This is an optimization exercise on Yosys and OpenROAD, whose aim is small area, a short achievable clock period and few clock cycles per item, not a production implementation. Function was checked by simulation only, so behaviour that the tests miss may differ from the original. Power is estimated from default activity; no workload was simulated.

Design sort_paralell, start of the top module:
module sort_paralell(
				input 					clk,
				input 					rst_n,
				input						en,
				input 		[15:0] 	in0, in1, in2, in3, in4, in5, in6, in7,
				output reg				complete,
				output reg 	[15:0] 	out0, out1, out2, out3, out4, out5, out6,out7
						);
For scale: roughly 3000 cells after synthesis, about 290 flip-flops, ~260 I/O pins, roughly 0.022 sq mm of cells after synthesis.
clock: 5.0 ns
lec_check: 0
cap_margin: 20
core_margin: 2
core_utilization: 40
place_density: 0.9
slew_margin: 20
standard.sh (not shown) runs the stock make flow with config.mk's settings and CLKGATE_MAP_FILE= SYNTH_SCRIPT=/design/flow/synth_recipe.tcl, a recipe that flattens the netlist after the stock synthesis.
==> flow/flow/run.sh <==
#!/bin/bash
# Layout flow: the standard ORFS flow (standard.sh), with
#  - port buffers of type buf_2 instead of the delay cell buffer_ports picks by default,
#  - timing repair aiming at a setup slack margin of 2.7 ns through CTS and 2.0 ns after global routing.
# Each make run's full output goes to a log of its own in the work folder.
set -euo pipefail
cd "$(dirname "$0")/.."
export BUFFER_PORTS_ARGS="-buffer_cell sky130_fd_sc_hd__buf_2"
SETUP_SLACK_MARGIN=2.7 bash standard.sh cts > make_to_cts.log 2>&1
SETUP_SLACK_MARGIN=2.0 bash standard.sh finish > make_finish.log 2>&1
test -f out/final.def
Testbench counts at the start, summed over its fixed seeds: cycles 2,056, items 2,048.
Next try:
--- a/flow/config.mk
+++ b/flow/config.mk
@@ -10,0 +11 @@
+export CTS_BUF_LIST = sky130_fd_sc_hd__clkbuf_8
After rerunning:
- The new run ran to the end with no violations
- via count rises slightly
- power rises by a few percent
- setup slack got worse by 0.14 ns
- die area does not change
- cell area rises slightly
- sequential cell count stays the same
- clock skew rises by 0.039 ns
- critical path depth rises by 1
- synthesized area is unchanged
Next try:
--- a/flow/config.mk
+++ b/flow/config.mk
@@ -11,2 +10,0 @@
-export CTS_BUF_LIST = sky130_fd_sc_hd__clkbuf_8
-export PLACE_DENSITY = 0.9
The changed run completed without violations; flip-flop and latch count stays the same; power falls by 1.6%; wire length rises by 5.0%; utilization falls by 0.29 points; area after synthesis is unchanged; via count falls by 3.2%; non-clock buffer count rises by 9.
Next try:
==> flow/run.sh (new file) <==
#!/bin/bash
# synth_recipe.tcl (not shown) runs the flow's synth.tcl, then flattens the netlist and writes it again
# the make line also repeats each setting of config.mk as NAME=value (left out here)
make -C /OpenROAD-flow-scripts/flow DESIGN_CONFIG=/design/flow/config.mk WORK_HOME=/design/flow/orfs CLKGATE_MAP_FILE= SYNTH_SCRIPT=/design/flow/synth_recipe.tcl finish
--- a/flow/config.mk
+++ b/flow/config.mk
@@ -10,0 +11 @@
+export SETUP_SLACK_MARGIN = 2.5
removed: flow/flow/run.sh
removed: flow/standard.sh
Result: Cell area rose by about a fifth; worst setup slack got worse by 0.044 ns; fmax decreases slightly; utilization climbs by 7.4 points; non-clock buffer count goes up by 181; via count is higher by a few percent; first-iteration DRC count fell by a few percent; routed wire length rises by a few percent.
Next try:
==> flow/flow/run.sh (new file) <==
#!/bin/bash
# Layout flow: the standard ORFS flow (standard.sh), with
#  - port buffers of type buf_2 instead of the delay cell buffer_ports picks by default,
#  - timing repair aiming at a setup slack margin of 2.5 ns through CTS and 2.5 ns after global routing.
# Each make run's full output goes to a log of its own in the work folder.
set -euo pipefail
cd "$(dirname "$0")/.."
export BUFFER_PORTS_ARGS="-buffer_cell sky130_fd_sc_hd__buf_2"
SETUP_SLACK_MARGIN=2.5 bash standard.sh cts > make_to_cts.log 2>&1
SETUP_SLACK_MARGIN=2.5 bash standard.sh finish > make_finish.log 2>&1
test -f out/final.def
==> flow/standard.sh (new file) <==
#!/bin/bash
# synth_recipe.tcl (not shown) runs the flow's synth.tcl, then flattens the netlist and writes it again
# the make line also repeats each setting of config.mk as NAME=value (left out here)
make -C /OpenROAD-flow-scripts/flow DESIGN_CONFIG=/design/flow/config.mk WORK_HOME=/design/flow/orfs CLKGATE_MAP_FILE= SYNTH_SCRIPT=/design/flow/synth_recipe.tcl "${@:-finish}"
--- a/flow/config.mk
+++ b/flow/config.mk
@@ -11 +10,0 @@
-export SETUP_SLACK_MARGIN = 2.5
removed: flow/run.sh
Result: Critical path depth came out lower by 1; power is lower by 5.8%; cell area fell by 10%; utilization drops by 5.5 points; routed wire length came out lower by 2.1%; global-route usage went down by 0.45 points; first-iteration DRC count went up by 3.0%; non-clock buffer count fell by 144.

[re-timing with driven ports]
The flow's constraints put no driver on any port. The routed layouts listed below were extracted and timed again, unchanged, in two steps. Step 1 (the two cells are an assumption about what drives the block):
set clk [get_ports {clk}]
set_driving_cell -lib_cell sky130_fd_sc_hd__clkbuf_16 $clk
set_driving_cell -lib_cell sky130_fd_sc_hd__buf_2 [delete_from_list [all_inputs] $clk]
Step 2, shift: input delay + t, output delay - t, t = (earliest + latest rising clock arrival at the registers) / 2. This alone moves slack from input paths to output paths. a / b / c = ideal / step 1 / step 2; a / b = the first two.
| run | shift t [ns] | setup WS [ns] | worst setup path at the end | clock arrival spread, ns | pins driven straight from the clock port |
|---|---|---|---|---|---|
| the first run | 0.643 | 2.400 / 2.400 / 1.859 | input to register | 0.050 / 0.050 | 1 |
| the second run | 0.663 | 2.263 / 2.263 / 1.745 | input to register | 0.089 / 0.089 | 1 |
| the third run | 0.651 | 2.288 / 2.288 / 1.858 | input to register | 0.014 / 0.014 | 1 |
| the fourth run | 0.649 | 2.244 / 2.244 / 1.840 | input to register | 0.028 / 0.028 | 1 |
| the fifth run | 0.650 | 2.300 / 2.300 / 1.855 | input to register | 0.030 / 0.030 | 1 |
After both steps setup and hold are still met in every run listed. For the first run, which loses most, drivers alone change the setup slack by 0.000 ns; drivers and shift together by -0.541 ns.
